Context: an optimization exercise on an open-source flow, tuned for small area and a short achievable clock period. The choices shown serve that exercise and are no tape-out recipe.
Function was checked by simulation only, so behaviour that the tests miss may differ from the original.
Power is estimated from default activity; no workload was simulated.

==> flow/design.v (excerpt) <==
module kgp_risc(
	input [31:0] instr,
	input [31:0] doutd,
	input start,
	input clk,
	output reg [31:0] PC,
	output [31:0] DA,
	output [31:0] write_data,
	output [3:0] wea,
	output reg stop
	);
Size in the first run: about 1100 flip-flops.
clock: 12.5 ns
lec_check: 0
cap_margin: 20
core_margin: 2
core_utilization: 60
cts_cluster_diameter: 100
cts_cluster_size: 30
place_density: 0.72
setup_slack_margin: 5
slew_margin: 20
synth_hierarchical: 1
tns_end_percent: 10
standard.sh (not shown) runs the stock make flow with config.mk's settings and CLKGATE_MAP_FILE= SYNTH_SCRIPT=/design/flow/synth_recipe.tcl, a recipe that flattens the netlist after the stock synthesis.
==> flow/flow/run.sh <==
#!/bin/bash
# Own layout flow: the standard synthesis, then the standard layout
# with two changes: ports are buffered with plain buffer cells instead of the
# delay cells the resizer picks by default, and delay cells are not used.
set -euo pipefail
DU="sky130_fd_sc_hd__probe_p_8 sky130_fd_sc_hd__probec_p_8 sky130_fd_sc_hd__lpflow_bleeder_1 sky130_fd_sc_hd__lpflow_clkbufkapwr_1 sky130_fd_sc_hd__lpflow_clkbufkapwr_16 sky130_fd_sc_hd__lpflow_clkbufkapwr_2 sky130_fd_sc_hd__lpflow_clkbufkapwr_4 sky130_fd_sc_hd__lpflow_clkbufkapwr_8 sky130_fd_sc_hd__lpflow_clkinvkapwr_1 sky130_fd_sc_hd__lpflow_clkinvkapwr_16 sky130_fd_sc_hd__lpflow_clkinvkapwr_2 sky130_fd_sc_hd__lpflow_clkinvkapwr_4 sky130_fd_sc_hd__lpflow_clkinvkapwr_8 sky130_fd_sc_hd__lpflow_decapkapwr_12 sky130_fd_sc_hd__lpflow_decapkapwr_3 sky130_fd_sc_hd__lpflow_decapkapwr_4 sky130_fd_sc_hd__lpflow_decapkapwr_6 sky130_fd_sc_hd__lpflow_decapkapwr_8 sky130_fd_sc_hd__lpflow_inputiso0n_1 sky130_fd_sc_hd__lpflow_inputiso0p_1 sky130_fd_sc_hd__lpflow_inputiso1n_1 sky130_fd_sc_hd__lpflow_inputiso1p_1 sky130_fd_sc_hd__lpflow_inputisolatch_1 sky130_fd_sc_hd__lpflow_isobufsrc_1 sky130_fd_sc_hd__lpflow_isobufsrc_16 sky130_fd_sc_hd__lpflow_isobufsrc_2 sky130_fd_sc_hd__lpflow_isobufsrc_4 sky130_fd_sc_hd__lpflow_isobufsrc_8 sky130_fd_sc_hd__lpflow_isobufsrckapwr_16 sky130_fd_sc_hd__lpflow_lsbuf_lh_hl_isowell_tap_1 sky130_fd_sc_hd__lpflow_lsbuf_lh_hl_isowell_tap_2 sky130_fd_sc_hd__lpflow_lsbuf_lh_hl_isowell_tap_4 sky130_fd_sc_hd__lpflow_lsbuf_lh_isowell_4 sky130_fd_sc_hd__lpflow_lsbuf_lh_isowell_tap_1 sky130_fd_sc_hd__lpflow_lsbuf_lh_isowell_tap_2 sky130_fd_sc_hd__lpflow_lsbuf_lh_isowell_tap_4"
DU="$DU sky130_fd_sc_hd__clkdlybuf4s15_1 sky130_fd_sc_hd__clkdlybuf4s15_2 sky130_fd_sc_hd__clkdlybuf4s18_1 sky130_fd_sc_hd__clkdlybuf4s18_2 sky130_fd_sc_hd__clkdlybuf4s25_1 sky130_fd_sc_hd__clkdlybuf4s25_2 sky130_fd_sc_hd__clkdlybuf4s50_1 sky130_fd_sc_hd__clkdlybuf4s50_2"
DU="$DU sky130_fd_sc_hd__dlygate4sd1_1 sky130_fd_sc_hd__dlygate4sd2_1 sky130_fd_sc_hd__dlygate4sd3_1 sky130_fd_sc_hd__dlymetal6s2s_1 sky130_fd_sc_hd__dlymetal6s4s_1 sky130_fd_sc_hd__dlymetal6s6s_1"
bash standard.sh synth > synth.log 2>&1
bash standard.sh "DONT_USE_CELLS=$DU" "BUFFER_PORTS_ARGS=-buffer_cell sky130_fd_sc_hd__buf_2" finish > layout.log 2>&1
Then changed:
CTS_CLUSTER_DIAMETER = unset   (was 100)
SETUP_SLACK_MARGIN = 4   (was 5)
TNS_END_PERCENT = 5   (was 10)
=> The new run finished clean; register-to-register slack is worse by 880 ps; combinational power fell by about 3%; first-iteration DRC count came out higher by about 4.4%; sequential cell count does not change; die area stays the same.


kgp_risc, a different RTL version from the one above (not shown whole).
Size in the first run: roughly 170 I/O pins, about 0.057 mm2 of cells after synthesis.
==> flow/design.v (excerpt) <==
module kgp_risc(
	input [31:0] instr,
	input [31:0] doutd,
	input start,
	input clk,
	output reg [31:0] PC,
	output [31:0] DA,
	output [31:0] write_data,
	output [3:0] wea,
	output reg stop
	);
	wire [5:0] op = instr[31:26];
	wire [4:0] rs = instr[25:21];
	wire [4:0] rt = instr[20:16];
	wire [3:0] func = instr[3:0];
	wire [31:0] imm = {{16{instr[15]}}, instr[15:0]};
	wire [31:0] label = {{6{instr[25]}}, instr[25:0]};
	wire is_r = (op == 6'b000000);
	wire is_addi = (op == 6'b000100);
	wire is_compi = (op == 6'b000101);
	wire is_lw = (op == 6'b000010);
	wire is_sw = (op == 6'b000011);
	wire is_call = (op == 6'b000110);
	wire is_ret = (op == 6'b000111);
	wire is_b = (op == 6'b010000);
	wire is_br = (op == 6'b010001);
	wire is_cond = (op[5:4] == 2'b01) && ((op[3:1] == 3'b001) || (op[3:1] == 3'b010) ||
			(op[3:1] == 3'b011) || (op[3:1] == 3'b100));
	reg [31:0] register [0:31];
	wire [1023:0] regs_flat;
	genvar g;
	generate for (g = 0; g < 32; g = g + 1) begin : flat
		assign regs_flat[32*g +: 32] = register[g];
	end endgenerate
	wire [31:0] A, B;
	rf_read RA(.sel(32'b1 << rs), .regs(regs_flat), .out(A));
	wire [127:0] B_part;
	wire [31:0] B_da;
  ...
Settings: LEC_CHECK=0, CAP_MARGIN=20, CORE_MARGIN=2, CORE_UTILIZATION=60, CTS_CLUSTER_DIAMETER=90, CTS_CLUSTER_SIZE=28, PLACE_DENSITY=0.72, SETUP_SLACK_MARGIN=5, SLEW_MARGIN=20, SYNTH_HIERARCHICAL=1, TNS_END_PERCENT=10; clock period 12.5 ns.
Scripts as last shown in full above: flow/flow/run.sh
The first run went through all stages and came out clean.
Change:
- CTS_CLUSTER_DIAMETER: 90 -> 80
- CTS_CLUSTER_SIZE: 28 -> 25
Worst setup slack degrades by 0.063 ns.
Fmax decreases slightly.
Core utilization increases by 0.66 points.
Routed wire length increases slightly.
Total power increases by a few percent.
Via count increases slightly.
Cell count is about the same.
Global-route usage increases by 0.55 points.


## run 1
kgp_risc, a different RTL version from the one above (not shown whole).
Size: roughly 4300 cells after synthesis, about 170 I/O pins, about 56000 um2 of cells after synthesis.
clock: 12.5 ns
lec_check: 0
cap_margin: 20
core_margin: 2
core_utilization: 55
place_density: 0.7
setup_slack_margin: 4
slew_margin: 20
synth_hierarchical: 1
tns_end_percent: 5
Scripts as last shown in full above: flow/flow/run.sh
diff inputs: run 1 => run 2
==> flow/run.sh (new file) <==
#!/bin/bash
# synth_recipe.tcl (not shown) runs the flow's synth.tcl, then flattens the netlist and writes it again
# the make line also repeats each setting of config.mk as NAME=value (left out here)
make -C /OpenROAD-flow-scripts/flow DESIGN_CONFIG=/design/flow/config.mk WORK_HOME=/design/flow/orfs CLKGATE_MAP_FILE= SYNTH_SCRIPT=/design/flow/synth_recipe.tcl finish
removed: flow/flow/run.sh
removed: flow/standard.sh
Findings:
- Largest stage delay on the critical path came out higher on run 2 than on run 1.
- Diff run 2..run 1 | number of clock sinks | unchanged
- Higher filler cell count in the final layout was reported by run 1, not run 2.
- Run 2 packs its core more tightly than run 1.
- In run 2, relative contribution of sequential cells to total power is higher than in run 1.
- Via count of the first global-routing pass is lower on run 2
- Compared with run 1, run 2 has extra setup slack.
- Re proportion of cell area occupied by multi-input gates: run 2 is 0.56 points down on run 1.
- On power in sequential cells, run 1 and run 2 are basically level.
- Row final non-filler cell area: run 2 higher / run 1 lower
- In run 2, the number of buffers created by CTS came out 2 below the value in run 1.

-- static timing again, ports no longer ideal --
The results above use ideal ports. As a check the final layouts listed here were re-extracted and re-timed, cells and wires unchanged. Step 1 sets driving cells, clkbuf_16 on the clock port and buf_2 on the other inputs (assumed; they add their load-dependent delay and slew). Step 2, shift: input delay + t, output delay - t, t = (earliest + latest rising clock arrival at the registers) / 2. This alone moves slack from input paths to output paths. Three values: ideal, step 1, step 2; two values: the first two.
| run | shift t [ns] | setup WS [ns] | latest minus earliest clock arrival (ns) | worst register clock-pin slew, ns | worst data-port slew with drivers (ns) |
|---|---|---|---|---|---|
| the first run of note 1 | 0.792 | 3.229 / 3.032 / 3.032 | 0.083 / 0.083 | 0.12 / 0.12 | 0.24 |
| the second run of note 1 | 0.768 | 3.026 / 2.831 / 2.505 | 0.043 / 0.043 | 0.07 / 0.07 | 0.24 |
| the first run of note 2 | 0.708 | 4.131 / 4.067 / 3.548 | 0.048 / 0.047 | 0.12 / 0.12 | 0.09 |
| the second run of note 2 | 0.742 | 4.069 / 4.019 / 3.504 | 0.051 / 0.050 | 0.11 / 0.11 | 0.10 |
| run 1 | 0.770 | 3.067 / 2.863 / 2.285 | 0.047 / 0.048 | 0.07 / 0.07 | 0.23 |
| run 2 | 0.764 | 3.266 / 3.133 / 2.439 | 0.052 / 0.052 | 0.07 / 0.07 | 0.22 |
After both steps every run listed still meets setup and hold. For run 2, which loses most, drivers alone change the setup slack by -0.133 ns; drivers and shift together by -0.827 ns.
